This is an optimization exercise on Yosys and OpenROAD, whose aim is small area, not a production implementation. The RTL was checked by simulation tests, not by an equivalence proof against the original design. Power and IR drop assume default switching activity.

===== flow/flow/run.sh =====
#!/bin/bash
# Standard synthesis, then the combinational logic is re-mapped for area
# with a stronger ABC script (flip-flops untouched), then the standard
# layout from that netlist.
set -euo pipefail
W=$PWD
R=$W/orfs/results/$FLOW_PLATFORM/myDAC/base
bash standard.sh synth > $W/synth_standard.log 2>&1
cp $R/1_2_yosys.v $W/standard_1_2_yosys.v
LIB=$FLOW_HOME/platforms/sky130hd/lib/sky130_fd_sc_hd__tt_025C_1v80.lib \
DONTUSE=$W/flow/dontuse.txt IN_V=$W/standard_1_2_yosys.v TOP=$FLOW_TOP OUTDIR=$W \
OUT_V=$W/reopt_1_2_yosys.v ABC_SCRIPT=$W/flow/area.abc \
  yosys -c $W/flow/reopt.tcl > $W/reopt.log 2>&1
cp $W/reopt_1_2_yosys.v $R/1_2_yosys.v
rm -f $R/1_synth.odb
bash standard.sh > $W/layout_standard.log 2>&1

===== flow/flow/area.abc =====
strash
&get -n
&fraig -x
&put
scorr
dc2
dretime
strash
&get -n
&dch -f
&nf -R 1000
&put

===== flow/flow/dontuse.txt =====
-dont_use sky130_fd_sc_hd__lpflow_bleeder_1 -dont_use sky130_fd_sc_hd__lpflow_clkbufkapwr_1 -dont_use sky130_fd_sc_hd__lpflow_clkbufkapwr_16 -dont_use sky130_fd_sc_hd__lpflow_clkbufkapwr_2 -dont_use sky130_fd_sc_hd__lpflow_clkbufkapwr_4 -dont_use sky130_fd_sc_hd__lpflow_clkbufkapwr_8 -dont_use sky130_fd_sc_hd__lpflow_clkinvkapwr_1 -dont_use sky130_fd_sc_hd__lpflow_clkinvkapwr_16 -dont_use sky130_fd_sc_hd__lpflow_clkinvkapwr_2 -dont_use sky130_fd_sc_hd__lpflow_clkinvkapwr_4 -dont_use sky130_fd_sc_hd__lpflow_clkinvkapwr_8 -dont_use sky130_fd_sc_hd__lpflow_decapkapwr_12 -dont_use sky130_fd_sc_hd__lpflow_decapkapwr_3 -dont_use sky130_fd_sc_hd__lpflow_decapkapwr_4 -dont_use sky130_fd_sc_hd__lpflow_decapkapwr_6 -dont_use sky130_fd_sc_hd__lpflow_decapkapwr_8 -dont_use sky130_fd_sc_hd__lpflow_inputiso0n_1 -dont_use sky130_fd_sc_hd__lpflow_inputiso0p_1 -dont_use sky130_fd_sc_hd__lpflow_inputiso1n_1 -dont_use sky130_fd_sc_hd__lpflow_inputiso1p_1 -dont_use sky130_fd_sc_hd__lpflow_inputisolatch_1 -dont_use sky130_fd_sc_hd__lpflow_isobufsrc_1 -dont_use sky130_fd_sc_hd__lpflow_isobufsrc_16 -dont_use sky130_fd_sc_hd__lpflow_isobufsrc_2 -dont_use sky130_fd_sc_hd__lpflow_isobufsrc_4 -dont_use sky130_fd_sc_hd__lpflow_isobufsrc_8 -dont_use sky130_fd_sc_hd__lpflow_isobufsrckapwr_16 -dont_use sky130_fd_sc_hd__lpflow_lsbuf_lh_hl_isowell_tap_1 -dont_use sky130_fd_sc_hd__lpflow_lsbuf_lh_hl_isowell_tap_2 -dont_use sky130_fd_sc_hd__lpflow_lsbuf_lh_hl_isowell_tap_4 -dont_use sky130_fd_sc_hd__lpflow_lsbuf_lh_isowell_4 -dont_use sky130_fd_sc_hd__lpflow_lsbuf_lh_isowell_tap_1 -dont_use sky130_fd_sc_hd__lpflow_lsbuf_lh_isowell_tap_2 -dont_use sky130_fd_sc_hd__lpflow_lsbuf_lh_isowell_tap_4 -dont_use sky130_fd_sc_hd__probe_p_8 -dont_use sky130_fd_sc_hd__probec_p_8 

===== flow/flow/reopt.tcl =====
# Re-map the combinational logic of the standard synthesis netlist for area.
# Flip-flops stay as they are (same instances, names and cell types).
yosys -import
set lib $::env(LIB)
set dont [exec cat $::env(DONTUSE)]
read_liberty -wb -ignore_miss_func $lib
blackbox =sky130_fd_sc_hd__df* =sky130_fd_sc_hd__edf* =sky130_fd_sc_hd__sdf* =sky130_fd_sc_hd__sedf* =sky130_fd_sc_hd__dl*
read_verilog $::env(IN_V)
hierarchy -top $::env(TOP)
flatten -wb
opt -purge
eval abc -liberty $lib $dont -script $::env(ABC_SCRIPT)
opt_clean -purge
hilomap -singleton -hicell sky130_fd_sc_hd__conb_1 HI -locell sky130_fd_sc_hd__conb_1 LO
insbuf -buf sky130_fd_sc_hd__buf_4 A X
splitnets
opt_clean -purge
tee -o $::env(OUTDIR)/reopt_stat.txt stat -liberty $lib
write_verilog -noattr -nohex -nodec $::env(OUT_V)

===== flow/standard.sh =====
#!/bin/bash
# synth_recipe.tcl (not shown) runs the flow's synth.tcl, then flattens the netlist and writes it again
# the make line also repeats each setting of config.mk as NAME=value (left out here)
make -C /OpenROAD-flow-scripts/flow DESIGN_CONFIG=/design/flow/config.mk WORK_HOME=/design/flow/orfs CLKGATE_MAP_FILE= SYNTH_SCRIPT=/design/flow/synth_recipe.tcl "${@:-finish}"

===== flow/config.mk =====
export PLATFORM = sky130hd
export DESIGN_NAME = myDAC
export DESIGN_NICKNAME = myDAC
export VERILOG_FILES = /design/flow/design.v
export SDC_FILE = /design/flow/constraint.sdc
export NUM_CORES = 4
export LEC_CHECK = 0
export ABC_AREA = 1
export CAP_MARGIN = 20
export CORE_MARGIN = 2
export CORE_UTILIZATION = 55
export CTS_CLUSTER_DIAMETER = 500
export CTS_CLUSTER_SIZE = 30
export SLEW_MARGIN = 20

===== flow/constraint.sdc =====
create_clock -name core_clock -period 110.0 [get_ports {CLOCK}]
set_input_delay 22.0000 -clock core_clock [delete_from_list [all_inputs] [get_ports {CLOCK}]]
set_output_delay 22.0000 -clock core_clock [all_outputs]
set_load 0.01 [all_outputs]

===== flow/design.v =====
`timescale 1ns / 1ps
`timescale 1ns / 1ps
`timescale 1ns / 1ps
module create_frequency(input clock, input rst, input [18:0] limit, output tick);
reg [18:0] count;
reg phase;
wire wrap = (count >= limit);
assign tick = wrap && !phase;
always @(posedge clock) begin
    if (rst) begin
        count <= 0;
        phase <= 0;
    end
    else if (wrap) begin
        count <= 0;
        phase <= ~phase;
    end
    else
        count <= count + 1'b1;
end
endmodule
`timescale 1ns / 1ps
module set_frequency(input clk, input rst, input en_4hz, input [8:0] pre,
input [3:0] placeValue,
output reg [3:0] one, output reg [3:0] ten, output reg [3:0] hundred,
output reg [3:0] thousand, output reg [18:0] limit);
localparam [18:0] N = 19'd500000;
reg [13:0] f;             
reg [18:0] cand0, cand1, cand2, cand3;
reg [13:0] r;
wire onehot = (placeValue == 4'b0001) || (placeValue == 4'b0010) ||
              (placeValue == 4'b0100) || (placeValue == 4'b1000);
wire [1:0] pv = {placeValue[3] | placeValue[2], placeValue[3] | placeValue[1]};
wire [1:0] k = en_4hz ? pv : pre[6:5];
reg [3:0] digit;
reg wrap;
reg [13:0] delta;
always @(*) begin
    case (k)
        2'd0: begin digit = one;      wrap = (one == 4'd9);      delta = wrap ? -14'd9   : 14'd1;    end
        2'd1: begin digit = ten;      wrap = (ten == 4'd9);      delta = wrap ? -14'd90  : 14'd10;   end
        2'd2: begin digit = hundred;  wrap = (hundred == 4'd9);  delta = wrap ? -14'd900 : 14'd100;  end
        default: begin digit = thousand; wrap = (thousand == 4'd8); delta = wrap ? -14'd8000 : 14'd1000; end
    endcase
end
wire [13:0] fnext = f + delta;
wire [3:0] dnext = wrap ? 4'd0 : digit + 1'b1;
wire [13:0] d = {fnext[13:1], fnext[0] | (fnext == 14'd0)};
wire [4:0] s = pre[4:0];
wire active = (pre[8:7] == 2'b01) && (s <= 5'd18);
wire nbit = N[5'd18 - s];
wire [14:0] a = {(s == 5'd0) ? 14'd0 : r, nbit};
wire [15:0] diff = {1'b0, a} - {2'b00, d};
wire ge = !diff[15];
always @(posedge clk)
    r <= ge ? diff[13:0] : a[13:0];
wire [1:0] j = pre[6:5];
always @(posedge clk) begin
    cand0 <= {cand0[17:0], (active && j == 2'd0) ? ge : cand0[18]};
    cand1 <= {cand1[17:0], (active && j == 2'd1) ? ge : cand1[18]};
    cand2 <= {cand2[17:0], (active && j == 2'd2) ? ge : cand2[18]};
    cand3 <= {cand3[17:0], (active && j == 2'd3) ? ge : cand3[18]};
end
wire [18:0] q0 = {cand0[1:0], cand0[18:2]};
wire [18:0] q1 = {cand1[7:0], cand1[18:8]};
wire [18:0] q2 = {cand2[13:0], cand2[18:14]};
wire [18:0] q3 = {cand3[0], cand3[18:1]};
always @(posedge clk) begin
    if (rst) begin
        one <= 4'd0;
        ten <= 4'd0;
        hundred <= 4'd0;
        thousand <= 4'd1;
        f <= 14'd1000;
        limit <= 19'd500;
    end
    else if (en_4hz && onehot) begin
        f <= fnext;
        case (pv)
            2'd0: begin one <= dnext;      limit <= q0; end
            2'd1: begin ten <= dnext;      limit <= q1; end
            2'd2: begin hundred <= dnext;  limit <= q2; end
            default: begin thousand <= dnext; limit <= q3; end
        endcase
    end
end
endmodule
`timescale 1ns / 1ps
`timescale 1ns / 1ps
`timescale 1ns / 1ps
module create_pulse(input [6:0] step, input [1:0] sel,
input [5:0] maxi, input [5:0] mini, input high,
output [11:0] value);
wire [5:0] amp = maxi - mini;
wire [6:0] sine_v;
wire [5:0] saw_h;
wire [6:0] tri_h;
sine_tab t0(step, sine_v);
saw_step t1(amp, saw_h);
tri_step t2(amp, tri_h);
wire is_sine = (sel == 2'd0);
wire is_pulse = (sel == 2'd1);
wire is_tri = (sel == 2'd2);
wire down = (step >= 7'd50);
wire [6:0] step50 = down ? step - 7'd50 : step;
wire [6:0] x = is_sine ? sine_v : (is_tri ? tri_h : step);
wire [5:0] y = is_sine ? amp : (is_tri ? step50[5:0] : saw_h);
wire [11:0] p = is_pulse ? 12'd0 : x * y;
wire neg = is_pulse ? high : (is_tri & down);
wire [5:0] base = neg ? maxi : mini;
wire [11:0] b124 = {base, 7'd0} - {base, 2'd0};
assign value = neg ? b124 - p : b124 + p;
endmodule
`timescale 1ns / 1ps
module sine_tab(input [6:0] a, output reg [6:0] y);
always @(*) begin
    case (a)
        7'd0: y = 7'd62;
        7'd1: y = 7'd66;
        7'd2: y = 7'd70;
        7'd3: y = 7'd74;
        7'd4: y = 7'd77;
        7'd5: y = 7'd81;
        7'd6: y = 7'd85;
        7'd7: y = 7'd88;
        7'd8: y = 7'd92;
        7'd9: y = 7'd95;
        7'd10: y = 7'd98;
        7'd11: y = 7'd102;
        7'd12: y = 7'd104;
        7'd13: y = 7'd107;
        7'd14: y = 7'd110;
        7'd15: y = 7'd112;
        7'd16: y = 7'd114;
        7'd17: y = 7'd116;
        7'd18: y = 7'd118;
        7'd19: y = 7'd120;
        7'd20: y = 7'd121;
        7'd21: y = 7'd122;
        7'd22: y = 7'd123;
        7'd23: y = 7'd124;
        7'd24: y = 7'd124;
        7'd25: y = 7'd124;
        7'd26: y = 7'd124;
        7'd27: y = 7'd124;
        7'd28: y = 7'd123;
        7'd29: y = 7'd122;
        7'd30: y = 7'd121;
        7'd31: y = 7'd120;
        7'd32: y = 7'd118;
        7'd33: y = 7'd116;
        7'd34: y = 7'd114;
        7'd35: y = 7'd112;
        7'd36: y = 7'd110;
        7'd37: y = 7'd107;
        7'd38: y = 7'd104;
        7'd39: y = 7'd102;
        7'd40: y = 7'd98;
        7'd41: y = 7'd95;
        7'd42: y = 7'd92;
        7'd43: y = 7'd88;
        7'd44: y = 7'd85;
        7'd45: y = 7'd81;
        7'd46: y = 7'd77;
        7'd47: y = 7'd74;
        7'd48: y = 7'd70;
        7'd49: y = 7'd66;
        7'd50: y = 7'd62;
        7'd51: y = 7'd58;
        7'd52: y = 7'd54;
        7'd53: y = 7'd50;
        7'd54: y = 7'd47;
        7'd55: y = 7'd43;
        7'd56: y = 7'd39;
        7'd57: y = 7'd36;
        7'd58: y = 7'd32;
        7'd59: y = 7'd29;
        7'd60: y = 7'd26;
        7'd61: y = 7'd22;
        7'd62: y = 7'd20;
        7'd63: y = 7'd17;
        7'd64: y = 7'd14;
        7'd65: y = 7'd12;
        7'd66: y = 7'd10;
        7'd67: y = 7'd8;
        7'd68: y = 7'd6;
        7'd69: y = 7'd4;
        7'd70: y = 7'd3;
        7'd71: y = 7'd2;
        7'd72: y = 7'd1;
        7'd73: y = 7'd0;
        7'd74: y = 7'd0;
        7'd75: y = 7'd0;
        7'd76: y = 7'd0;
        7'd77: y = 7'd0;
        7'd78: y = 7'd1;
        7'd79: y = 7'd2;
        7'd80: y = 7'd3;
        7'd81: y = 7'd4;
        7'd82: y = 7'd6;
        7'd83: y = 7'd8;
        7'd84: y = 7'd10;
        7'd85: y = 7'd12;
        7'd86: y = 7'd14;
        7'd87: y = 7'd17;
        7'd88: y = 7'd20;
        7'd89: y = 7'd22;
        7'd90: y = 7'd26;
        7'd91: y = 7'd29;
        7'd92: y = 7'd32;
        7'd93: y = 7'd36;
        7'd94: y = 7'd39;
        7'd95: y = 7'd43;
        7'd96: y = 7'd47;
        7'd97: y = 7'd50;
        7'd98: y = 7'd54;
        7'd99: y = 7'd58;
        default: y = 7'd0;
    endcase
end
endmodule
`timescale 1ns / 1ps
module saw_step(input [5:0] a, output reg [5:0] y);
always @(*) begin
    case (a)
        6'd0: y = 6'd0;
        6'd1: y = 6'd1;
        6'd2: y = 6'd2;
        6'd3: y = 6'd3;
        6'd4: y = 6'd5;
        6'd5: y = 6'd6;
        6'd6: y = 6'd7;
        6'd7: y = 6'd8;
        6'd8: y = 6'd10;
        6'd9: y = 6'd11;
        6'd10: y = 6'd12;
        6'd11: y = 6'd13;
        6'd12: y = 6'd15;
        6'd13: y = 6'd16;
        6'd14: y = 6'd17;
        6'd15: y = 6'd18;
        6'd16: y = 6'd20;
        6'd17: y = 6'd21;
        6'd18: y = 6'd22;
        6'd19: y = 6'd23;
        6'd20: y = 6'd25;
        6'd21: y = 6'd26;
        6'd22: y = 6'd27;
        6'd23: y = 6'd28;
        6'd24: y = 6'd30;
        6'd25: y = 6'd31;
        6'd26: y = 6'd32;
        6'd27: y = 6'd33;
        6'd28: y = 6'd35;
        6'd29: y = 6'd36;
        6'd30: y = 6'd37;
        6'd31: y = 6'd38;
        6'd32: y = 6'd40;
        6'd33: y = 6'd41;
        default: y = 6'd0;
    endcase
end
endmodule
`timescale 1ns / 1ps
module tri_step(input [5:0] a, output reg [6:0] y);
always @(*) begin
    case (a)
        6'd0: y = 7'd0;
        6'd1: y = 7'd2;
        6'd2: y = 7'd5;
        6'd3: y = 7'd7;
        6'd4: y = 7'd10;
        6'd5: y = 7'd12;
        6'd6: y = 7'd15;
        6'd7: y = 7'd17;
        6'd8: y = 7'd20;
        6'd9: y = 7'd22;
        6'd10: y = 7'd25;
        6'd11: y = 7'd27;
        6'd12: y = 7'd30;
        6'd13: y = 7'd32;
        6'd14: y = 7'd35;
        6'd15: y = 7'd37;
        6'd16: y = 7'd40;
        6'd17: y = 7'd43;
        6'd18: y = 7'd45;
        6'd19: y = 7'd48;
        6'd20: y = 7'd50;
        6'd21: y = 7'd53;
        6'd22: y = 7'd55;
        6'd23: y = 7'd58;
        6'd24: y = 7'd60;
        6'd25: y = 7'd63;
        6'd26: y = 7'd65;
        6'd27: y = 7'd68;
        6'd28: y = 7'd70;
        6'd29: y = 7'd73;
        6'd30: y = 7'd75;
        6'd31: y = 7'd78;
        6'd32: y = 7'd80;
        6'd33: y = 7'd83;
        default: y = 7'd0;
    endcase
end
endmodule
`timescale 1ns / 1ps
`timescale 1ns / 1ps
module display_7segment(input [1:0] count, input [2:0] mode, input is_pulse,
input [5:0] maxi, input [5:0] mini, input [3:0] duty_ten, input [3:0] duty_one,
input [3:0] f_one, input [3:0] f_ten, input [3:0] f_hundred, input [3:0] f_thousand,
output [11:0] segSeven);
    localparam [4:0] S_U = 5'd16, S_A = 5'd17, S_H = 5'd18, S_L = 5'd19,
                     S_O = 5'd20, S_D = 5'd21, S_C = 5'd22, S_BAR = 5'd23;
    reg [5:0] v;
    reg [1:0] tens;
    reg [3:0] ones;
    always @(*) begin
        case (mode[1:0])
            2'b00: v = maxi - mini;
            2'b10: v = maxi;
            default: v = mini;
        endcase
        if (v >= 6'd30) tens = 2'd3;
        else if (v >= 6'd20) tens = 2'd2;
        else if (v >= 6'd10) tens = 2'd1;
        else tens = 2'd0;
        ones = v - tens * 4'd10;
    end
    reg [4:0] sym;
    reg dpo;
    reg [1:0] pos;
    always @(*) begin
        sym = S_BAR;
        dpo = 1'b1;
        pos = count;
        case (mode)
            3'b000, 3'b001, 3'b010, 3'b111:
                case (count)
                    2'd0: sym = S_U;
                    2'd1: sym = {1'b0, ones};
                    2'd2: begin sym = {3'b000, tens}; dpo = 1'b0; end
                    default: case (mode)
                        3'b000: sym = S_A;
                        3'b001: sym = S_L;
                        3'b010: sym = S_H;
                        default: sym = S_O;
                    endcase
                endcase
            3'b011:
                case (count)
                    2'd0: sym = {1'b0, f_one};
                    2'd1: sym = {1'b0, f_ten};
                    2'd2: sym = {1'b0, f_hundred};
                    default: sym = {1'b0, f_thousand};
                endcase
            3'b110:
                if (is_pulse)
                    case (count)
                        2'd0: sym = {1'b0, duty_one};
                        2'd1: sym = {1'b0, duty_ten};
                        2'd2: begin sym = S_D; pos = 2'd3; end
                        default: begin sym = S_C; pos = 2'd2; end
                    endcase
            default: ;
        endcase
    end
    reg [6:0] segs;
    always @(*) begin
        case (sym)
            5'd0: segs = 7'h40;
            5'd1: segs = 7'h79;
            5'd2: segs = 7'h24;
            5'd3: segs = 7'h30;
            5'd4: segs = 7'h19;
            5'd5: segs = 7'h12;
            5'd6: segs = 7'h02;
            5'd7: segs = 7'h78;
            5'd8: segs = 7'h00;
            5'd9: segs = 7'h18;
            S_U: segs = 7'h41;
            S_A: segs = 7'h08;
            S_H: segs = 7'h09;
            S_L: segs = 7'h47;
            S_O: segs = 7'h1C;
            S_D: segs = 7'h21;
            S_C: segs = 7'h27;
            default: segs = 7'h77;
        endcase
    end
    assign segSeven = {~(4'b0001 << pos), dpo, segs};
endmodule
`timescale 1ns / 1ps
`timescale 1ns / 1ps
module DA2RefComp(input clk,input rst,input en_clk,input en_pre,input dac_rst,
output D1,output D2,output CLK_OUT,output nSYNC,
input [11:0] DATA1,input [11:0] DATA2,input START,output DONE);
localparam [1:0] Idle = 2'd0, ShiftOut = 2'd1, SyncData = 2'd2;
reg [1:0] current_state;
reg [1:0] next_state;
reg [11:0] data1;
reg [11:0] data2;
reg clk_div;
reg [3:0] shiftCounter;
wire clk_div_rise = en_clk && !dac_rst && !clk_div;
wire load = clk_div_rise && (current_state == Idle);
wire preload = en_pre && !dac_rst && !clk_div && (current_state == Idle);
reg d2_last;
always @(posedge clk) begin
    if (rst || dac_rst)
        clk_div <= 1'b0;
    else if (en_clk)
        clk_div <= ~clk_div;
end
assign CLK_OUT = clk_div;
always @(posedge clk) begin
    if (rst) begin
        shiftCounter <= 4'd0;
        data1 <= 12'd0;
        data2 <= 12'd0;
    end
    else begin
        if (preload)
            data2 <= DATA2;
        if (clk_div_rise) begin
            if (current_state == Idle) begin
                shiftCounter <= 4'd0;
                data1 <= DATA1;
            end
            else if (current_state == ShiftOut)
                shiftCounter <= shiftCounter + 1'b1;
        end
    end
end
wire [15:0] word1 = {4'b0000, data1};
wire [15:0] word2 = {4'b0000, data2};
assign D1 = word1[~shiftCounter];
assign D2 = load ? d2_last : word2[~shiftCounter];
always @(posedge clk)
    d2_last <= D2;
always @(posedge clk) begin
    if (rst || dac_rst)
        current_state <= Idle;
    else if (clk_div_rise)
        current_state <= next_state;
end
assign DONE = (current_state == Idle);
assign nSYNC = (current_state != ShiftOut);
always @(*) begin
    next_state = current_state;
    case (current_state)
        Idle: if (START) next_state = ShiftOut;
        ShiftOut: if (shiftCounter == 4'hF) next_state = SyncData;
        SyncData: if (!START) next_state = Idle;
        default: next_state = Idle;
    endcase
end
endmodule
`timescale 1ns / 1ps
module myDAC(input CLOCK,input rst,input [3:0] frequencyPlaceValue,
input [3:0] dutycycle,
input minOrMax,input [2:0] mode,input [1:0] waveform,
input btnC,input btnD,input btnL,
input btnR,input btnU,
input load_B,
output [3:0] an, output dp, output [6:0] seg,
output [3:0] JA,output LED,output warning);
reg [8:0] pre;
always @(posedge CLOCK) begin
    if (rst) pre <= 9'd8;
    else pre <= pre + 1'b1;
end
wire HALF_TICK = (pre[1:0] == 2'b01);
wire TICK_4HZ = (pre == 9'd263);
wire [1:0] scan = pre[5:4];
reg [5:0] start_cnt;
reg START;
wire start_wrap = start_cnt[5] & start_cnt[4] & start_cnt[1];    
always @(posedge CLOCK) begin
    if (rst) begin
        start_cnt <= 6'd0;
        START <= 1'b0;
    end
    else if (start_wrap) begin
        start_cnt <= 6'd0;
        START <= ~START;
    end
    else
        start_cnt <= start_cnt + 1'b1;
end
reg [4:0] q1, q2;
always @(posedge CLOCK) begin
    if (rst) begin
        q1 <= 5'd0;
        q2 <= 5'd0;
    end
    else if (TICK_4HZ) begin
        q1 <= {btnC, btnD, btnL, btnR, btnU};
        q2 <= q1;
    end
end
wire [4:0] pulse = q1 & ~q2;
wire RESET = pulse[4];
wire PULSE_D = pulse[3];
wire PULSE_L = pulse[2];
wire PULSE_R = pulse[1];
wire PULSE_U = pulse[0];
wire [3:0] f_one, f_ten, f_hundred, f_thousand;
wire [18:0] limit_A;
set_frequency f1(CLOCK, rst, TICK_4HZ, pre, frequencyPlaceValue,
    f_one, f_ten, f_hundred, f_thousand, limit_A);
reg [3:0] duty_ten, duty_one;
wire [3:0] dsel = (dutycycle > 4'd9) ? 4'd0 : dutycycle;
always @(posedge CLOCK) begin
    if (rst) begin
        duty_ten <= 4'd5;
        duty_one <= 4'd0;
    end
    else if (TICK_4HZ && PULSE_R) begin
        if (duty_ten == dsel && duty_one != 4'd9)
            duty_one <= duty_one + 1'b1;
        else begin
            duty_ten <= dsel;
            duty_one <= 4'd0;
        end
    end
end
reg [5:0] maxi, mini;
wire [5:0] span = maxi - mini;
wire wide = (span >= 6'd2);
always @(posedge CLOCK) begin
    if (rst) begin
        maxi <= 6'd33;
        mini <= 6'd0;
    end
    else if (TICK_4HZ) begin
        if (!minOrMax) begin
            if (PULSE_U && !PULSE_D) begin
                if (wide) mini <= mini + 1'b1;
            end
            else if (!PULSE_U && PULSE_D) begin
                if (mini != 6'd0) mini <= mini - 1'b1;
            end
        end
        else begin
            if (PULSE_U && !PULSE_D) begin
                if (maxi != 6'd33) maxi <= maxi + 1'b1;
            end
            else if (!PULSE_U && PULSE_D) begin
                if (wide) maxi <= maxi - 1'b1;
            end
        end
    end
end
reg [5:0] maxi_B, mini_B;
reg [3:0] dutyB_ten, dutyB_one;
reg [3:0] fB_one, fB_ten, fB_hundred, fB_thousand;
reg [18:0] limit_B;
reg [1:0] wave_B;
always @(posedge CLOCK) begin
    if (rst) begin
        maxi_B <= 6'd33;
        mini_B <= 6'd0;
        dutyB_ten <= 4'd5;
        dutyB_one <= 4'd0;
        fB_one <= 4'd0;
        fB_ten <= 4'd0;
        fB_hundred <= 4'd0;
        fB_thousand <= 4'd1;
        limit_B <= 19'd500;
        wave_B <= 2'd0;
    end
    else if (TICK_4HZ && load_B && PULSE_L) begin
        maxi_B <= maxi;
        mini_B <= mini;
        dutyB_ten <= duty_ten;
        dutyB_one <= duty_one;
        fB_one <= f_one;
        fB_ten <= f_ten;
        fB_hundred <= f_hundred;
        fB_thousand <= f_thousand;
        limit_B <= limit_A;
        wave_B <= waveform;
    end
end
wire tick_A, tick_B;
create_frequency cA(CLOCK, rst, limit_A, tick_A);
create_frequency cB(CLOCK, rst, limit_B, tick_B);
reg [6:0] step_A, step_B;
reg [5:0] smax_A, smin_A, smax_B, smin_B;
reg high_A, high_B;
wire [6:0] nstep_A = (step_A == 7'd99) ? 7'd0 : step_A + 1'b1;
always @(posedge CLOCK) begin
    if (rst) begin
        step_A <= 7'd99;
        smax_A <= 6'd0;
        smin_A <= 6'd0;
        high_A <= 1'b0;
    end
    else if (tick_A) begin
        step_A <= nstep_A;
        smax_A <= maxi;
        smin_A <= mini;
        high_A <= (nstep_A < {duty_ten, 3'b000} + {duty_ten, 1'b0} + duty_one);
    end
end
wire [6:0] nstep_B = !tick_B ? step_B : ((step_B == 7'd99) ? 7'd0 : step_B + 1'b1);
wire [5:0] nsmax_B = tick_B ? maxi_B : smax_B;
wire [5:0] nsmin_B = tick_B ? mini_B : smin_B;
wire nhigh_B = tick_B ? (nstep_B < {dutyB_ten, 3'b000} + {dutyB_ten, 1'b0} + dutyB_one) : high_B;
always @(posedge CLOCK) begin
    if (rst) begin
        step_B <= 7'd99;
        smax_B <= 6'd0;
        smin_B <= 6'd0;
        high_B <= 1'b0;
    end
    else begin
        step_B <= nstep_B;
        smax_B <= nsmax_B;
        smin_B <= nsmin_B;
        high_B <= nhigh_B;
    end
end
wire use_A = HALF_TICK;
wire [11:0] wave_value;
create_pulse w(use_A ? step_A : nstep_B, use_A ? waveform : wave_B,
    use_A ? smax_A : nsmax_B, use_A ? smin_A : nsmin_B,
    use_A ? high_A : nhigh_B, wave_value);
wire [11:0] segSeven;
display_7segment s4(scan, mode, load_B ? (wave_B == 2'd1) : (waveform == 2'd1),
    load_B ? maxi_B : maxi, load_B ? mini_B : mini,
    load_B ? dutyB_ten : duty_ten, load_B ? dutyB_one : duty_one,
    load_B ? fB_one : f_one, load_B ? fB_ten : f_ten,
    load_B ? fB_hundred : f_hundred, load_B ? fB_thousand : f_thousand,
    segSeven);
assign an = segSeven[11:8];
assign dp = segSeven[7];
assign seg = segSeven[6:0];
assign warning = load_B;
DA2RefComp MY_BASIC_DAC (
 .clk(CLOCK),
 .rst(rst),
 .en_clk(HALF_TICK),
 .en_pre(pre[1:0] == 2'b00),
 .START(START),
 .dac_rst(RESET),
 .D1(JA[1]),
 .D2(JA[2]),
 .CLK_OUT(JA[3]),
 .nSYNC(JA[0]),
 .DATA1(wave_value),
 .DATA2(wave_value),
 .DONE(LED)
);
endmodule

==> flow_summary.ini, run 1 <==
[clock_tree]
cts_hold_buf = 0
path_clk_slew_ns = 0.12
post_cts_buffers = 0
htreeDepth = 1
numCtsBuffers = 15
clk_path_buf_depth = 3
clock_latency_ns = 0.53
cts-resized-gates = 0
clock_sinks = 354
cts_tree = done
root_buffer = clkbuf_16

[critical_path]
crit_slowest_cell = buf_2
worst_setup_path_end_kind = output port
crit_required_ns = 88.00
cp_cell_sequence = buf_2 -> mux2i_1 -> nand2_1 -> a21oi_1 -> nor2b_1 -> a21oi_1 -> maj3_1 -> maj3_1 -> xnor2_1 -> nor3_1 -> nor4_1 -> nand2_1 -> and2_0 -> nor2_1 -> o21ai_0 -> o311ai_0 -> nand2_1 -> a21oi_1 -> a21oi_1 -> nor2_1 -> o21ai_0 -> a22oi_1 -> a21oi_1 -> clkdlybuf4s50_1
cp_max_fo = 39
crit_buf_inv = 2
rrSetupSlack_ns = 98.04
cpMostUsedCell = a21oi_1
start_kind = primary input
worstReg2RegStart = cB.count[0]
critPathTopFamily = simple AND/OR/NAND/NOR gates
arrival_ns = 27.75
path_class = primary input to output port
max_stage_delay_ns = 0.63
r2r-end = MY_BASIC_DAC.data1[11]
reg2reg_depth = 52

[cells_and_area]
multiInputGateArea_mm2 = 0.01137
nFillCells = 3072
diodes = 0
area_delta_synth_final_pct = 8.198
drive_gt1_share_pct = 2.007
nets = 2463
regArea_mm2 = 0.007087
finalInstanceArea_mm2 = 0.02029

[route]
met1_length_um = 21150
top_layer_used = met4
vias = 17060
dr.pass1.iters = 8
wl_per_cell_um = 16.63
drt-initial-drc-count = 1146
ant_nets = 0
via_per_inst = 5.907
met2_length_um = 24090
wl_met3_um = 1638
finalWirelength_um = 48030
route.detailed.drc = 0

[min_path]
min_from = f1.cand1[5]
hold-path-endpoint = f1.cand1[6]
holdPathStages = 0
min_path_type = flip-flop to flip-flop

[sta]
worstMarginPinSlew_ns = 1.049
fmax_ghz = 0.02010
clock_skew_ns = 0.02774
fin_tns_setup_ns = 0
hold_violations = 0
rsz0062_at_grt = false
max_slew_margin_pct = 30.08
period_needed_ns = 49.75
period_share_pct = 45.23
setup_viol = 0
whs_ns = 0.3475
slew_violations = 0

[power_and_ir_drop]
power_density_mw_per_mm2 = 17.30
p_leak_uw = 0.007456
total_power_uw = 351.2
peakVddDrop_mv = 0.03014

[die]
initial_core_util_pct = 55.94
die_area_mm2 = 0.03560
die_y_um = 188.7
fp.coreArea_mm2 = 0.03353
rows = 67
die_w_um = 188.7
pin_count = 40

[grt]
grt_pass1_wl_um = 79610
antenna_found_initial = 0
grt_pass1_vias = 16050
grt_usage_pct = 26.61
grt_overflow_total = 0
grt_max_degree = 71

[place]
dpl_cell_area_mm2 = 0.01986
port_buffers = 39
dp_hpwl_um = 35490
gp_congestion = 0.9602

[outcome]
status = timing/DRC/antenna clean

[synthesis]
synthCells = 2366
synthesis.nets = 2388
avgSynthCellArea_um2 = 7.928
yosysWarnings = 8
synth_area_mm2 = 0.01876

[run]
drv_cap = 0
[report_power, final]
part | leakage [uW] | switching [uW] | internal [uW]
clock network | 0.000193 | 39.5 | 25.2
logic | 0.00440 | 91.7 | 57.5
registers | 0.00287 | 3.08 | 134
total | 0.00746 | 134 | 217
[worst max-delay path by stage]
stage / startpoint / end / slack (ns) / cells after the start
2_1_floorplan: load_B / seg[6] / 62.27 / 22
3_3_place_gp: load_B / seg[6] / 60.67 / 22
3_5_place_dp: load_B / seg[6] / 60.37 / 24
4_1_cts: load_B / seg[6] / 60.34 / 24
5_1_grt: load_B / seg[6] / 59.69 / 24
6_report: load_B / seg[6] / 60.25 / 24
[through the flow]
| stage | std cells | setup WS [ns] | utilization [%] |
|---|---|---|---|
| final | 2889 | 60.25 | 60.52 |
| after global routing | 2889 | 59.69 | 60.52 |
| after CTS | 2887 | 60.34 | 60.41 |
| after detailed placement | 2870 | 60.37 | 59.24 |
| after global placement | 2870 | 60.67 | 59.24 |
| after floorplan | 2366 | 62.27 | - |
[cell type report]
cell class,instances,share of cell area [%]
clock buffers,15,1.850
clock inverters,2,0.08631
inverters,86,1.591
multi-input cells,1924,56.01
flip-flops and latches,354,34.92
well taps,448,2.762
repair buffers,60,2.781
[placed cells by master (no fill, tap or decap), types with 46 or more instances in the layout]
cell type    n
clkinv_1    86
a21oi_1    195
xor2_1      70
nand2_1    301
a22o_1      46
dfxtp_1    354
mux2i_1     51
o21ai_0    152
nor3_1      70
xnor2_1    141
nor2_1     338
[registers in the layout, indices dropped and copies added (netlist names), 14 cells and up]
name,count
f1.cand2,19
f1.cand0,19
f1.limit,19
cA.count,19
f1.r,14
cB.count,19
f1.cand3,19
limit_B,19
f1.cand1,19
f1.f,14
[layer usage]
metal / vias up / global-route usage, %
met3: 74 / 2.235
met4: 0 / 6.731
li1: 8579 / -
met5: - / 0
met1: 8019 / 33.45
met2: 392 / 48.97
==> inputs of run 2 (changes only) <==
--- a/flow/config.mk
+++ b/flow/config.mk
@@ -10,5 +10,5 @@
 export CORE_MARGIN = 2
 export CORE_UTILIZATION = 55
-export CTS_CLUSTER_DIAMETER = 500
+export CTS_CLUSTER_DIAMETER = 150
 export CTS_CLUSTER_SIZE = 30
 export SLEW_MARGIN = 20
==> run 2 against run 1 <==
  * Still clean on timing, DRC and antenna
  * Cell count about the same
  * Die area unchanged
  * Clock power down 1%
  * Clock skew up 0.0017 ns
  * Sequential power about the same
  * Largest cell class unchanged
==> flow_summary.ini, run 2 <==
[outcome]
status = timing/DRC/antenna clean

[min_path]
holdPathStages = 0
min_from = f1.cand1[5]
hold-path-endpoint = f1.cand1[6]
min_path_type = flip-flop to flip-flop

[critical_path]
path_class = primary input to output port
r2r-end = MY_BASIC_DAC.data1[11]
worst_setup_path_end_kind = output port
rrSetupSlack_ns = 98.03
reg2reg_depth = 52
start_kind = primary input
arrival_ns = 27.77
worstReg2RegStart = cB.count[0]
crit_required_ns = 88.00
cp_max_fo = 39

[route]
via_per_inst = 5.913
dr.pass1.iters = 5
drt-initial-drc-count = 1135
vias = 17080
route.detailed.drc = 0
finalWirelength_um = 48070
ant_nets = 0
wl_per_cell_um = 16.64

[clock_tree]
htreeDepth = 1
clock_latency_ns = 0.52
cts_hold_buf = 0
clk_path_buf_depth = 3
root_buffer = clkbuf_16
path_clk_slew_ns = 0.12
cts_tree = done
post_cts_buffers = 0
clock_sinks = 354
numCtsBuffers = 15
cts-resized-gates = 0

[grt]
grt_max_degree = 71
grt_pass1_wl_um = 79500
grt_overflow_total = 0
grt_pass1_vias = 16040
grt_usage_pct = 26.63
use_met3_pct = 1.937
antenna_found_initial = 0
met1_usage_pct = 33.51
use_met2_pct = 48.85
grt.busiest_layer = met2

[place]
dp_hpwl_um = 35490
port_buffers = 39
dpl_cell_area_mm2 = 0.01986
placed_cells = 2870
gp_congestion = 0.9602

[sta]
period_share_pct = 45.24
max_slew_margin_pct = 29.07
hold_violations = 0
slew_violations = 0
worstMarginPinSlew_ns = 1.064
rsz0062_at_grt = false
period_needed_ns = 49.77
setup_viol = 0
fin_tns_setup_ns = 0
fmax_ghz = 0.02009
clock_skew_ns = 0.02939

[die]
initial_core_util_pct = 55.94
die_area_mm2 = 0.03560
die_w_um = 188.7
rows = 67
fp.coreArea_mm2 = 0.03353
die_y_um = 188.7
pin_count = 40

[cells_and_area]
drive_gt1_share_pct = 1.967
diodes = 0
utilization_pct = 60.50
instances_no_fill = 2888
multiInputGateArea_mm2 = 0.01137
finalInstanceArea_mm2 = 0.02029
layout_commonest_cell = dfxtp_1
area_delta_synth_final_pct = 8.152
regArea_mm2 = 0.007087
nFillCells = 3065
nets = 2463
final_cell_mix = dfxtp_1, nor2_1, nand2_1

[synthesis]
synthesis.nets = 2388
synth_area_mm2 = 0.01876
synthCells = 2366
avgSynthCellArea_um2 = 7.928
yosysWarnings = 8

[power_and_ir_drop]
peakVddDrop_mv = 0.03014
power_density_mw_per_mm2 = 17.27
p_leak_uw = 0.007451

[run]
drv_cap = 0
-- run 2: critical path: stages --
cell             delay, ns
buf_2                 0.61
mux2i_1               0.45
nand2_1               0.10
a21oi_1               0.21
nor2b_1               0.16
a21oi_1               0.08
maj3_1                0.41
maj3_1                0.39
xnor2_1               0.17
nor3_1                0.06
nor4_1                0.39
nand2_1               0.18
and2_0                0.24
nor2_1                0.14
o21ai_0               0.08
o311ai_0              0.14
nand2_1               0.10
a21oi_1               0.47
a21oi_1               0.14
nor2_1                0.31
o21ai_0               0.18
a22oi_1               0.18
a21oi_1               0.06
clkdlybuf4s50_1       0.49
-- run 2: routing by layer --
metal | wire (um) | vias to the layer above
li1 | - | 8582
met1 | 21360 | 8078
met2 | 24030 | 343
met3 | 1535 | 73
met4 | 1151 | 0
met5 | 0 | -
-- run 2: worst max path at each step --
stage | depth (start not counted) | from | endpoint
after global placement | 22 | load_B | seg[6]
after CTS | 24 | load_B | seg[6]
after global routing | 24 | load_B | seg[6]
after detailed placement | 24 | load_B | seg[6]
after floorplan | 22 | load_B | seg[6]
final | 24 | load_B | seg[6]
-- run 2: area by class of cell --
| type | count | area share [%] |
|---|---|---|
| multi-input cells | 1924 | 56.04 |
| flip-flops and latches | 354 | 34.93 |
| repair buffers | 60 | 2.782 |
| well taps | 448 | 2.763 |
| clock buffers | 15 | 1.850 |
| inverters | 86 | 1.591 |
| clock inverters | 1 | 0.04318 |
-- run 2: per-stage QoR --
| step | setup slack, ns | total power, uW | hold WS, ns |
|---|---|---|---|
| after floorplan | 62.27 | 253.7 | 0.3262 |
| final | 60.23 | 350.4 | 0.3487 |
| after CTS | 60.34 | 352.4 | 0.3509 |
| after global placement | 60.67 | 285.2 | 0.3292 |
| after global routing | 59.69 | 374.2 | 0.3538 |
| after detailed placement | 60.37 | 288.6 | 0.3358 |
-- run 2: power by group --
| part | internal [uW] | leakage [uW] | switching [uW] | total [uW] |
|---|---|---|---|---|
| combinational | 57.5 | 0.00440 | 91.7 | 149 |
| sequential | 134 | 0.00287 | 3.08 | 137 |
| clock | 25.0 | 0.000189 | 38.9 | 64.0 |
| total | 217 | 0.00745 | 134 | 350 |
==> inputs of run 3 (changes only) <==
--- a/flow/config.mk
+++ b/flow/config.mk
@@ -10,5 +10,5 @@
 export CORE_MARGIN = 2
 export CORE_UTILIZATION = 55
-export CTS_CLUSTER_DIAMETER = 150
-export CTS_CLUSTER_SIZE = 30
+export CTS_CLUSTER_DIAMETER = 500
+export CTS_CLUSTER_SIZE = 25
 export SLEW_MARGIN = 20
==> run 3 against run 2 <==
  * Still clean
  * First-iteration DRC count decreased by 2.2%
  * Synthesized area unchanged
  * Worst setup slack got worse by 0.0090 ns
  * Total power increased by 2.5%
  * Flip-flop and latch count unchanged
  * Count of clock-buffer cells in the layout increased by 3
  * Combinational power about the same
  * Worst hold slack about the same
  * Synthesized cell count unchanged
  * Largest cell class unchanged
  * Largest power group unchanged
  * Highest routed layer unchanged
==> flow_summary.ini, run 3 <==
[outcome]
status = timing/DRC/antenna clean

[power_and_ir_drop]
power.share.clock_pct = 20.3
sw_frac_of_total_pct = 38.17
p_leak_uw = 0.007507
total_power_uw = 359.3
peakVddDrop_mv = 0.03069
p_int_uw = 222.1
power_density_mw_per_mm2 = 17.60
switching_power_uw = 137.1
p_seq_share_pct = 38.2
comb_power_share_pct = 41.6

[synthesis]
synth_area_mm2 = 0.01876
synthesis.nets = 2388
yosysWarnings = 8
avgSynthCellArea_um2 = 7.928
synthCells = 2366

[place]
gp_congestion = 0.9602
port_buffers = 39
dp_slack_ns = 60.37
dp_hpwl_um = 35490
placed_cells = 2870

[route]
dr.pass1.iters = 6
route.detailed.drc = 0
finalWirelength_um = 48180
wl_per_cell_um = 16.66
drt-initial-drc-count = 1110
ant_nets = 0
vias = 17070
via_per_inst = 5.902

[cells_and_area]
regArea_mm2 = 0.007087
multiInputGateArea_mm2 = 0.01137
drive_gt1_share_pct = 2.128
nets = 2466
final_cell_mix = dfxtp_1, nor2_1, nand2_1
layout_commonest_cell = dfxtp_1
area_delta_synth_final_pct = 8.825
instances_no_fill = 2892
diodes = 0
nFillCells = 3054

[die]
rows = 67
fp.coreArea_mm2 = 0.03353
die_y_um = 188.7
die_w_um = 188.7
die_area_mm2 = 0.03560
initial_core_util_pct = 55.94
pin_count = 40

[critical_path]
path_class = primary input to output port
rrSetupSlack_ns = 97.99
crit_required_ns = 88.00
arrival_ns = 27.78
worst_setup_path_end_kind = output port
start_kind = primary input
reg2reg_depth = 52
cp_max_fo = 39

[min_path]
holdPathStages = 0
min_path_type = flip-flop to flip-flop

[sta]
whs_ns = 0.3483
clock_skew_ns = 0.03246
fin_tns_setup_ns = 0
max_slew_margin_pct = 26.68
worstMarginPinSlew_ns = 1.100
hold_violations = 0
fmax_ghz = 0.02009
setup_viol = 0
period_needed_ns = 49.78
rsz0062_at_grt = false
slew_violations = 0
period_share_pct = 45.25
setup_slack_ns = 60.22

[grt]
grt_pass1_vias = 16110
grt_pass1_wl_um = 79920
grt_max_degree = 71
grt_overflow_total = 0
antenna_found_initial = 0
grt_usage_pct = 26.76

[clock_tree]
clk_path_buf_depth = 3
cts_hold_buf = 0
cts_tree = done
htreeDepth = 1
root_buffer = clkbuf_16
clock_sinks = 354
cts-resized-gates = 0
path_clk_slew_ns = 0.10
numCtsBuffers = 18
post_cts_buffers = 0
clock_latency_ns = 0.55

[run]
drv_cap = 0
run 3: power by group through the flow:
stage | sequential [uW] | clock (uW) | combinational, uW
after CTS | 137 | 74.4 | 150
after global placement | 140 | 0 | 145
after floorplan | 139 | 0 | 115
final | 137 | 72.8 | 149
after global routing | 138 | 78.8 | 167
after detailed placement | 140 | 0 | 149
run 3: worst paths after layout:
kind / start / end
max: load_B / seg[6]
min: f1.cand1[5] / f1.cand1[6]
max reg2reg: cB.count[0] / MY_BASIC_DAC.data1[11]
min reg2reg: f1.cand1[5] / f1.cand1[6]
run 3: final cells by class:
class / instances / share of cell area [%]
Multi-Input combinational cell: 1924 / 55.69
Inverter: 86 / 1.581
Clock buffer: 18 / 2.207
Tap cell: 448 / 2.746
Sequential cell: 354 / 34.72
Timing Repair Buffer: 60 / 2.764
Clock inverter: 2 / 0.2942
run 3: routing by layer:
metal | part of all wire, % | global-route usage [%] | up-vias | wire [um]
met3 | 3.6 | 2.328 | 74 | 1711
met5 | 0 | 0 | - | 0
met1 | 44 | 33.58 | 8068 | 21170
li1 | - | - | 8584 | -
met4 | 2.5 | 7.181 | 0 | 1188
met2 | 50 | 49.05 | 344 | 24110
run 3: worst max-delay path, cell delays in order:
cell and delay [ns]:
buf_2 0.62, mux2i_1 0.45, nand2_1 0.10, a21oi_1 0.21, nor2b_1 0.16, a21oi_1 0.08
maj3_1 0.41, maj3_1 0.39, xnor2_1 0.17, nor3_1 0.06, nor4_1 0.39, nand2_1 0.18
and2_0 0.24, nor2_1 0.14, o21ai_0 0.08, o311ai_0 0.14, nand2_1 0.09, a21oi_1 0.48
a21oi_1 0.13, nor2_1 0.32, o21ai_0 0.17, a22oi_1 0.18, a21oi_1 0.07, clkdlybuf4s50_1 0.49
run 3: stage by stage:
| stage | area (um2) | util, % |
|---|---|---|
| 5_1_grt | 20410 | 60.87 |
| 6_report | 20410 | 60.87 |
| 2_1_floorplan | 18760 | - |
| 4_1_cts | 20370 | 60.76 |
| 3_3_place_gp | 19860 | 59.24 |
| 3_5_place_dp | 19860 | 59.24 |
==> inputs of run 4 (changes only) <==
--- a/flow/design.v
+++ b/flow/design.v
@@ -66,4 +66,6 @@
 wire [18:0] q2 = {cand2[13:0], cand2[18:14]};
 wire [18:0] q3 = {cand3[0], cand3[18:1]};
+wire [3:0] pvh = placeValue & {4{en_4hz & onehot}};
+wire [18:0] qsel = ({19{pvh[0]}} & q0) | ({19{pvh[1]}} & q1) | ({19{pvh[2]}} & q2) | ({19{pvh[3]}} & q3);
 always @(posedge clk) begin
     if (rst) begin
@@ -75,12 +77,13 @@
         limit <= 19'd500;
     end
-    else if (en_4hz && onehot) begin
-        f <= fnext;
-        case (pv)
-            2'd0: begin one <= dnext;      limit <= q0; end
-            2'd1: begin ten <= dnext;      limit <= q1; end
-            2'd2: begin hundred <= dnext;  limit <= q2; end
-            default: begin thousand <= dnext; limit <= q3; end
-        endcase
+    else begin
+        if (|pvh) begin
+            f <= fnext;
+            limit <= qsel;
+        end
+        if (pvh[0]) one <= (one == 4'd9) ? 4'd0 : one + 1'b1;
+        if (pvh[1]) ten <= (ten == 4'd9) ? 4'd0 : ten + 1'b1;
+        if (pvh[2]) hundred <= (hundred == 4'd9) ? 4'd0 : hundred + 1'b1;
+        if (pvh[3]) thousand <= (thousand == 4'd8) ? 4'd0 : thousand + 1'b1;
     end
 end
--- a/flow/flow/run.sh
+++ b/flow/flow/run.sh
@@ -14,3 +14,3 @@
 cp $W/reopt_1_2_yosys.v $R/1_2_yosys.v
 rm -f $R/1_synth.odb
-bash standard.sh > $W/layout_standard.log 2>&1
+bash standard.sh finish "BUFFER_PORTS_ARGS=-buffer_cell sky130_fd_sc_hd__buf_1" > $W/layout_standard.log 2>&1
==> run 4 against run 3 <==
  * Maximum frequency up 0.53%
  * Routed wire length down 0.35%
  * First-iteration DRC count down 4.3%
  * Design area down 1.5%
  * Global-route usage up 0.13 points
  * Combinational power down 5%
  * Largest cell class unchanged
  * Largest power group unchanged
==> flow_summary.ini, run 4 <==
[clock_tree]
cts_tree = done
cts-resized-gates = 0
htreeDepth = 1
clk_path_buf_depth = 3
numCtsBuffers = 18
clock_sinks = 354
post_cts_buffers = 0
root_buffer = clkbuf_16
path_clk_slew_ns = 0.09
clock_latency_ns = 0.53
cts_hold_buf = 0

[die]
die_y_um = 188.2
fp.coreArea_mm2 = 0.03345
die_area_mm2 = 0.03543
die_w_um = 188.2
rows = 67
initial_core_util_pct = 55.81
pin_count = 40

[route]
finalWirelength_um = 48010
dr.pass1.iters = 5
via_per_inst = 5.896
drt-initial-drc-count = 1062
route.detailed.drc = 0
vias = 16790
wl_per_cell_um = 16.86
ant_nets = 0

[critical_path]
path_class = primary input to output port
cp_max_fo = 36
reg2reg_depth = 45
crit_required_ns = 88.00
arrival_ns = 27.51
rrSetupSlack_ns = 97.48
worstReg2RegStart = pre[5]
worst_setup_path_end_kind = output port
r2r-end = f1.r[0]
start_kind = primary input

[place]
port_buffers = 39
dp_hpwl_um = 34940
gp_congestion = 0.8873

[cells_and_area]
final_cell_mix = dfxtp_1, nor2_1, nand2_1
area_delta_synth_final_pct = 7.722
regArea_mm2 = 0.007087
drive_gt1_share_pct = 2.501
nFillCells = 3163
layout_commonest_cell = dfxtp_1
utilization_pct = 60.12
nets = 2421
multiInputGateArea_mm2 = 0.01124

[sta]
clock_skew_ns = 0.03598
max_slew_margin_pct = 30.80
fmax_ghz = 0.02020
rsz0062_at_grt = false
worstMarginPinSlew_ns = 1.027
slew_violations = 0
hold_violations = 0
setup_viol = 0
fin_tns_setup_ns = 0
period_needed_ns = 49.51
period_share_pct = 45.01

[run]
drv_cap = 0

[power_and_ir_drop]
p_leak_uw = 0.007387
power_density_mw_per_mm2 = 17.51
peakVddDrop_mv = 0.02780

[synthesis]
synthesis.nets = 2338
synth_area_mm2 = 0.01867
yosysWarnings = 8
avgSynthCellArea_um2 = 8.060
synthCells = 2316

[grt]
grt_usage_pct = 26.90
grt_max_degree = 78
grt_pass1_wl_um = 79740
antenna_found_initial = 1
grt_pass1_vias = 15860
grt_overflow_total = 0

[min_path]
holdPathStages = 0
min_path_type = flip-flop to flip-flop
hold-path-endpoint = f1.cand1[3]
min_from = f1.cand1[2]

[outcome]
status = timing/DRC/antenna clean
-- run 4: area by class of cell --
cell class / instances / share of cell area [%]
diodes: 1 / 0.01244
clock inverters: 1 / 0.1493
well taps: 448 / 2.788
clock buffers: 19 / 2.365
multi-input cells: 1867 / 55.92
repair buffers: 65 / 1.786
inverters: 93 / 1.736
flip-flops and latches: 354 / 35.24
-- run 4: layer usage --
metal  up-vias  global-route usage (%)  wire length, um
met5         -                       0                0
met4         0                   7.935             1256
met3        79                   2.086             1867
met2       362                   47.77            23250
met1      7874                   34.95            21640
li1       8478                       -                -
-- run 4: worst max path at each step --
stage / startpoint / to / slack [ns] / depth (start not counted)
floorplan: load_B / seg[6] / 62.28 / 21
global placement: load_B / seg[0] / 60.85 / 21
detailed placement: load_B / seg[0] / 60.57 / 21
CTS: load_B / seg[0] / 60.57 / 21
global route: load_B / seg[1] / 59.97 / 21
finish: load_B / seg[0] / 60.49 / 21
-- run 4: report_power, final --
group | leakage, uW | switching (uW) | internal, uW
combinational | 0.00428 | 84.7 | 57.0
clock | 0.000246 | 41.7 | 31.6
sequential | 0.00287 | 2.97 | 134
total | 0.00739 | 129 | 223
-- run 4: per-stage QoR --
| step | cell area, um2 | hold slack [ns] | cells | power, uW | setup slack (ns) |
|---|---|---|---|---|---|
| floorplan | 18670 | 0.3298 | 2316 | 252.3 | 62.28 |
| global placement | 19580 | 0.3336 | 2826 | 277.5 | 60.85 |
| detailed placement | 19580 | 0.3354 | 2826 | 281.2 | 60.57 |
| CTS | 20090 | 0.3421 | 2846 | 354.1 | 60.57 |
| global route | 20110 | 0.3520 | 2848 | 376.6 | 59.97 |
| finish | 20110 | 0.3462 | 2848 | 352.1 | 60.49 |
-- run 4: worst max-delay path: stages --
cell      delay [ns]
clkbuf_2        0.66
mux2i_1         0.38
clkinv_1        0.12
nor2_1          0.19
a21o_1          0.19
maj3_1          0.23
clkinv_1        0.08
maj3_1          0.39
nor2_1          0.12
o221ai_1        0.18
or4_1           0.54
nand3_1         0.19
nand2_1         0.12
nand2_1         0.12
nand2_1         0.05
o21ai_0         0.67
nor2_1          0.16
o21ai_0         0.51
a31oi_1         0.08
a21oi_1         0.32
buf_1           0.20
==> inputs of run 5 (changes only) <==
--- a/flow/config.mk
+++ b/flow/config.mk
@@ -7,8 +7,8 @@
 export LEC_CHECK = 0
 export ABC_AREA = 1
-export CAP_MARGIN = 20
+export CAP_MARGIN = 0
 export CORE_MARGIN = 2
 export CORE_UTILIZATION = 55
 export CTS_CLUSTER_DIAMETER = 500
 export CTS_CLUSTER_SIZE = 25
-export SLEW_MARGIN = 20
+export SLEW_MARGIN = 0
==> run 5 against run 4 <==
  * Still clean on timing, DRC and antenna
  * Non-clock buffer count shrank 1
  * Clock skew grew 0.00062 ns
  * Via count decreased by 0.27%
  * Synthesized area stayed put
  * Worst hold slack improved by 0.0014 ns
  * Die area unchanged
  * Clock power hardly changed
  * Cell count hardly changed
  * Routed wire length decreased by 0.17%
  * Synthesized cell count did not move
  * Critical endpoint unchanged
  * Largest power group unchanged
==> flow_summary.ini, run 5 <==
[critical_path]
r2r-end = f1.r[0]
crit_slowest_cell = clkbuf_2
critPathTopFamily = compound AO/OA/AOI/OAI gates
max_stage_delay_ns = 0.66
worst_setup_path_end_kind = output port
rrSetupSlack_ns = 97.48
crit_buf_inv = 4
cp_cell_sequence = clkbuf_2 -> mux2i_1 -> clkinv_1 -> nor2_1 -> a21o_1 -> maj3_1 -> clkinv_1 -> maj3_1 -> nor2_1 -> o221ai_1 -> or4_1 -> nand3_1 -> nand2_1 -> nand2_1 -> nand2_1 -> o21ai_0 -> nor2_1 -> o21ai_0 -> a31oi_1 -> a21oi_1 -> buf_1
path_class = primary input to output port
crit_required_ns = 88.00
worstReg2RegStart = pre[5]
reg2reg_depth = 45
arrival_ns = 27.51
cp_max_fo = 36
start_kind = primary input

[min_path]
hold-path-endpoint = f1.cand1[3]
min_path_type = flip-flop to flip-flop
holdPathStages = 0
min_from = f1.cand1[2]

[sta]
slew_violations = 0
hold_violations = 0
fmax_ghz = 0.02020
max_slew_margin_pct = 23.12
period_needed_ns = 49.51
rsz0062_at_grt = false
fin_tns_setup_ns = 0
period_share_pct = 45.01
setup_viol = 0
clock_skew_ns = 0.03660
worstMarginPinSlew_ns = 1.150

[outcome]
status = timing/DRC/antenna clean

[route]
wl_per_cell_um = 16.84
vias = 16750
ant_nets = 0
finalWirelength_um = 47930
drt-initial-drc-count = 1140
via_per_inst = 5.882
dr.pass1.iters = 8
route.detailed.drc = 0

[die]
rows = 67
die_area_mm2 = 0.03543
pin_count = 40
fp.coreArea_mm2 = 0.03345
initial_core_util_pct = 55.81
die_w_um = 188.2
die_y_um = 188.2

[clock_tree]
post_cts_buffers = 0
cts_tree = done
clock_sinks = 354
path_clk_slew_ns = 0.09
clk_path_buf_depth = 3
cts_hold_buf = 0
cts-resized-gates = 0
htreeDepth = 1
numCtsBuffers = 18
root_buffer = clkbuf_16
clock_latency_ns = 0.53

[place]
dp_hpwl_um = 34940
gp_congestion = 0.8873
placed_cells = 2826
port_buffers = 39
dpl_cell_area_mm2 = 0.01958

[cells_and_area]
layout_commonest_cell = dfxtp_1
instances_no_fill = 2847
nFillCells = 3165
nets = 2420
finalInstanceArea_mm2 = 0.02009
final_cell_mix = dfxtp_1, nor2_1, nand2_1
area_delta_synth_final_pct = 7.614
drive_gt1_share_pct = 2.460
utilization_pct = 60.06

[synthesis]
avgSynthCellArea_um2 = 8.060
synthesis.nets = 2338
synth_area_mm2 = 0.01867
synthCells = 2316
yosysWarnings = 8

[grt]
grt_max_degree = 78
grt_pass1_vias = 15860
grt_pass1_wl_um = 79740
antenna_found_initial = 1
grt_overflow_total = 0
grt_usage_pct = 26.90

[power_and_ir_drop]
power_density_mw_per_mm2 = 17.53
peakVddDrop_mv = 0.02806
p_leak_uw = 0.007377

[run]
drv_cap = 0
-- run 5: cell type report --
type                            count  area (um2)  area share, %
Inverter                           93       349.1          1.738
Multi-Input combinational cell   1867       11240          55.98
Clock buffer                       19       475.5          2.367
Tap cell                          448       560.5          2.790
Antenna cell                        1       2.502        0.01246
Sequential cell                   354        7087          35.28
Timing Repair Buffer               64       339.1          1.688
Clock inverter                      1       30.03         0.1495
-- run 5: worst max path at each step --
stage                     cells past startpoint     end  slack [ns]    from
after floorplan                              21  seg[6]       62.28  load_B
after global placement                       21  seg[0]       60.85  load_B
after detailed placement                     21  seg[0]       60.57  load_B
after CTS                                    21  seg[0]       60.57  load_B
after global routing                         21  seg[1]       59.97  load_B
final                                        21  seg[0]       60.49  load_B
-- run 5: metrics by stage --
step / setup slack, ns / total power, uW / hold slack, ns
2_1_floorplan: 62.28 / 252.3 / 0.3298
3_3_place_gp: 60.85 / 277.5 / 0.3336
3_5_place_dp: 60.57 / 281.2 / 0.3354
4_1_cts: 60.57 / 354.1 / 0.3421
5_1_grt: 59.97 / 376.5 / 0.3520
6_report: 60.49 / 352.2 / 0.3476
-- run 5: per-layer routing --
metal / wire [um] / GRT usage (%)
met3: 1695 / 2.086
met5: 0 / 0
met2: 23130 / 47.77
met4: 1288 / 7.935
met1: 21820 / 34.95
-- run 5: power by group --
group          internal (uW)  leakage, uW  switching, uW
Combinational           56.9      0.00427           84.8
Clock                   31.6     0.000246           41.7
Sequential               134      0.00287           2.98
==> inputs of run 6 (changes only) <==
--- a/flow/config.mk
+++ b/flow/config.mk
@@ -10,5 +10,7 @@
 export CORE_MARGIN = 2
 export CORE_UTILIZATION = 55
+export CTS_BUF_LIST = sky130_fd_sc_hd__clkbuf_8
 export CTS_CLUSTER_DIAMETER = 500
-export CTS_CLUSTER_SIZE = 25
+export CTS_CLUSTER_SIZE = 18
+export GPL_TIMING_DRIVEN = 0
 export SLEW_MARGIN = 0
==> run 6 against run 5 <==
  * Cell count down 0.21%
  * Clock skew up 0.0060 ns
  * Sequential share of layout area up 0.26 points
  * Critical endpoint is now seg[6]
  * Design area down 0.73%
  * Largest power group unchanged
  * Clock power down 19%
  * Still clean
  * Count of clock-buffer cells in the layout up 4
  * Worst hold slack worse by 0.0012 ns
==> flow_summary.ini, run 6 <==
[sta]
fmax_ghz = 0.02024
period_share_pct = 44.92
whs_ns = 0.3464
hold_violations = 0
worstMarginPinSlew_ns = 1.158
period_needed_ns = 49.41
max_slew_margin_pct = 22.01
setup_viol = 0
fin_tns_setup_ns = 0
slew_violations = 0
rsz0062_at_grt = false
clock_skew_ns = 0.04264

[cells_and_area]
utilization_pct = 59.62
drive_gt1_share_pct = 2.383
area_delta_synth_final_pct = 6.824
nets = 2414
multiInputGateArea_mm2 = 0.01126
final_cell_mix = dfxtp_1, nor2_1, nand2_1
nFillCells = 3071
instances_no_fill = 2841
layout_commonest_cell = dfxtp_1
regArea_mm2 = 0.007087

[grt]
grt_pass1_vias = 15740
grt_usage_pct = 26.15
grt_max_degree = 50
antenna_found_initial = 1
grt_overflow_total = 0
grt_pass1_wl_um = 77760

[die]
die_w_um = 188.2
initial_core_util_pct = 55.81
die_y_um = 188.2
pin_count = 40
fp.coreArea_mm2 = 0.03345
die_area_mm2 = 0.03543
rows = 67

[route]
met2_length_um = 23000
wl_per_cell_um = 16.49
finalWirelength_um = 46850
via_per_inst = 5.908
vias = 16790
drt-initial-drc-count = 1119
ant_nets = 0
dr.pass1.iters = 6
wl_met3_um = 1725
route.detailed.drc = 0
top_layer_used = met4
met1_length_um = 20780

[critical_path]
path_class = primary input to output port
worst_setup_path_end_kind = output port
arrival_ns = 27.41
start_kind = primary input
crit_buf_inv = 4
cp_max_fo = 36
cp_cell_sequence = buf_2 -> mux2i_1 -> clkinv_1 -> nor2_1 -> a21o_1 -> maj3_1 -> clkinv_1 -> maj3_1 -> nor2_1 -> o221ai_1 -> or4_1 -> nand3_1 -> nand2_1 -> nand2_1 -> nand2_1 -> o21ai_0 -> nor2_1 -> o21ai_0 -> nor2_1 -> a21oi_1 -> buf_1
cpMostUsedCell = nor2_1
crit_slowest_cell = o21ai_0
max_stage_delay_ns = 0.71
crit_required_ns = 88.00
critPathTopFamily = compound AO/OA/AOI/OAI gates

[clock_tree]
root_buffer = clkbuf_8
clock_latency_ns = 0.62
path_clk_slew_ns = 0.12
numCtsBuffers = 23
cts_hold_buf = 0
cts_tree = done
htreeDepth = 1
clock_sinks = 354
clk_path_buf_depth = 3
post_cts_buffers = 0
cts-resized-gates = 0

[power_and_ir_drop]
p_leak_uw = 0.007286
power_density_mw_per_mm2 = 16.98
total_power_uw = 338.5
peakVddDrop_mv = 0.02313

[synthesis]
avgSynthCellArea_um2 = 8.060
yosysWarnings = 8
synthCells = 2316
synth_area_mm2 = 0.01867
synthesis.nets = 2338

[place]
placed_cells = 2814
gp_congestion = 0.8794
port_buffers = 39
dp_hpwl_um = 34550

[outcome]
status = timing/DRC/antenna clean

[run]
drv_cap = 0

[min_path]
min_path_type = flip-flop to flip-flop
-- run 6: cell type report --
cell class / instances / share of cell area [%]
diodes: 1 / 0.01255
plain buffers: 2 / 0.07530
clock buffers: 23 / 1.588
clock inverters: 2 / 0.1004
inverters: 93 / 1.751
multi-input cells: 1867 / 56.48
flip-flops and latches: 354 / 35.54
well taps: 448 / 2.811
repair buffers: 51 / 1.638
-- run 6: metrics by stage --
stage / instance area (um2) / setup WS [ns]
final: 19940 / 60.59
after global placement: 19370 / 59.88
after floorplan: 18670 / 62.28
after CTS: 19920 / 60.59
after global routing: 19940 / 60.10
after detailed placement: 19580 / 60.60
-- run 6: routing by layer --
metal / up-vias / track usage [%]
li1: 8466 / -
met1: 7850 / 33.20
met2: 382 / 47.12
met3: 87 / 2.067
met4: 0 / 8.237
met5: - / 0
-- run 6: worst paths after layout --
kind                            depth (start not counted)            to  slack, ns          from
worst min-delay path                                    0  f1.cand2[14]       0.35  f1.cand2[13]
worst max register to register                         45       f1.r[0]      97.38        pre[5]
worst min register to register                          0  f1.cand2[14]       0.35  f1.cand2[13]
worst max-delay path                                   21        seg[6]      60.59        load_B
-- run 6: power by group --
group,total [uW],internal [uW],switching (uW)
clock network,59.6,19.3,40.3
logic,142,57.0,84.8
registers,137,134,2.80
==> inputs of run 7 (changes only) <==
--- a/flow/config.mk
+++ b/flow/config.mk
@@ -7,10 +7,9 @@
 export LEC_CHECK = 0
 export ABC_AREA = 1
-export CAP_MARGIN = 0
+export CAP_MARGIN = 20
 export CORE_MARGIN = 2
 export CORE_UTILIZATION = 55
-export CTS_BUF_LIST = sky130_fd_sc_hd__clkbuf_8
 export CTS_CLUSTER_DIAMETER = 500
-export CTS_CLUSTER_SIZE = 18
+export CTS_CLUSTER_SIZE = 25
 export GPL_TIMING_DRIVEN = 0
-export SLEW_MARGIN = 0
+export SLEW_MARGIN = 20
==> run 7 against run 6 <==
  * Maximum frequency about the same
  * Via count down 0.83%
  * Critical path type unchanged
  * Non-clock buffer count up 4
  * Clock skew down 0.0036 ns
==> flow_summary.ini, run 7 <==
[sta]
fmax_ghz = 0.02024
clock_skew_ns = 0.03902
worstMarginPinSlew_ns = 1.147
slew_violations = 0
max_slew_margin_pct = 22.73
rsz0062_at_grt = false
fin_tns_setup_ns = 0
period_needed_ns = 49.40
hold_violations = 0
setup_viol = 0
period_share_pct = 44.91

[place]
port_buffers = 39
dpl_cell_area_mm2 = 0.01967
dp_hpwl_um = 34910
gp_congestion = 0.8794

[grt]
grt_usage_pct = 26.46
grt_overflow_total = 0
grt_pass1_vias = 15840
grt_max_degree = 41
grt_pass1_wl_um = 78600
antenna_found_initial = 0

[clock_tree]
cts-resized-gates = 0
root_buffer = clkbuf_16
post_cts_buffers = 0
cts_hold_buf = 0
numCtsBuffers = 18
clock_sinks = 354
clk_path_buf_depth = 3
clock_latency_ns = 0.56
cts_tree = done
htreeDepth = 1
path_clk_slew_ns = 0.09

[critical_path]
cp_cell_sequence = buf_2 -> buf_16 -> mux2i_1 -> clkinv_1 -> nor2_1 -> a21o_1 -> maj3_1 -> clkinv_1 -> maj3_1 -> nor2_1 -> o221ai_1 -> or4_1 -> nand3_1 -> nand2_1 -> nand2_1 -> nand2_1 -> o21ai_0 -> nor2_1 -> o21ai_0 -> nor2_1 -> a21oi_1 -> buf_1
arrival_ns = 27.40
critPathTopFamily = compound AO/OA/AOI/OAI gates
start_kind = primary input
crit_required_ns = 88.00
rrSetupSlack_ns = 97.37
cp_max_fo = 23
r2r-end = f1.r[0]
path_class = primary input to output port
crit_buf_inv = 5
max_stage_delay_ns = 0.73
crit_slowest_cell = o21ai_0
cpMostUsedCell = nor2_1
worstReg2RegStart = pre[5]
reg2reg_depth = 45
worst_setup_path_end_kind = output port

[route]
ant_nets = 0
dr.pass1.iters = 5
via_per_inst = 5.863
wl_per_cell_um = 16.53
finalWirelength_um = 46920
drt-initial-drc-count = 936
vias = 16650
route.detailed.drc = 0

[cells_and_area]
layout_commonest_cell = dfxtp_1
nFillCells = 3074
finalInstanceArea_mm2 = 0.02019
drive_gt1_share_pct = 2.426
final_cell_mix = dfxtp_1, nor2_1, nand2_1
nets = 2413
diodes = 0
area_delta_synth_final_pct = 8.164

[power_and_ir_drop]
total_power_uw = 353.1
power_density_mw_per_mm2 = 17.49
power.share.clock_pct = 20.8
p_int_uw = 221.9
sw_frac_of_total_pct = 37.15
peakVddDrop_mv = 0.02885
p_seq_share_pct = 38.8
switching_power_uw = 131.2
comb_power_share_pct = 40.4
p_leak_uw = 0.007397

[synthesis]
yosysWarnings = 8
synthCells = 2316
synth_area_mm2 = 0.01867
avgSynthCellArea_um2 = 8.060
synthesis.nets = 2338

[min_path]
holdPathStages = 0
min_from = f1.cand3[17]
min_path_type = flip-flop to flip-flop
hold-path-endpoint = f1.cand3[18]

[die]
initial_core_util_pct = 55.81
die_w_um = 188.2
fp.coreArea_mm2 = 0.03345
die_y_um = 188.2
pin_count = 40
die_area_mm2 = 0.03543
rows = 67

[outcome]
status = timing/DRC/antenna clean

[run]
drv_cap = 0
run 7: changes by cell type in the layout (fill, tap and decap cells not counted), moves of 2 or more:
cell	change
buf_6	-2
clkbuf_8	-23
clkinv_16	+2
buf_16	+2
buf_4	+2
clkbuf_16	+18
run 7: area by class of cell:
type                    instances  area (um2)  area share [%]
multi-input cells            1867       11280           55.87
clock inverters                 2       60.06          0.2975
repair buffers                 55       389.1           1.927
well taps                     448       560.5           2.776
clock buffers                  18       450.4           2.231
inverters                      93       349.1           1.729
plain buffers                   2       15.01         0.07436
flip-flops and latches        354        7087           35.10
run 7: how the worst max path moves through the flow:
stage                      start  endpoint  slack [ns]  cells after the start
final                     load_B    seg[6]       60.60                     22
after global routing      load_B    seg[6]       60.27                     22
after CTS                 load_B    seg[6]       60.70                     22
after detailed placement  load_B    seg[6]       60.70                     22
after global placement    load_B    seg[6]       59.88                     21
after floorplan           load_B    seg[6]       62.28                     21
run 7: per-stage QoR:
step | util, % | hold slack [ns] | worst slack [ns] | instances
finish | 60.36 | 0.3523 | 60.60 | 2839
CTS | 60.34 | 0.3495 | 60.70 | 2838
floorplan | - | 0.3298 | 62.28 | 2316
global placement | 57.92 | 0.3328 | 59.88 | 2803
global route | 60.36 | 0.3598 | 60.27 | 2839
detailed placement | 58.81 | 0.3378 | 60.70 | 2818
run 7: routing by layer:
metal | share of wire, % | global-route usage [%]
met1 | 45 | 34.02
met2 | 50 | 47.63
met3 | 3.3 | 1.639
met4 | 2.7 | 8.025
met5 | 0 | 0
run 7: power groups by stage:
stage	sequential [uW]	combinational, uW	clock, uW
final	137	143	73.3
after global routing	138	162	79.3
after CTS	137	143	74.8
after detailed placement	140	142	0
after global placement	140	137	0
after floorplan	139	113	0

Check on run 7: ideal ports give 60.596 ns setup slack; a clkbuf_16 on the clock port and buf_2 on the inputs give 60.544 ns; moving port delays by the midpoint clock arrival (0.600 ns) as well gives 60.544 ns.
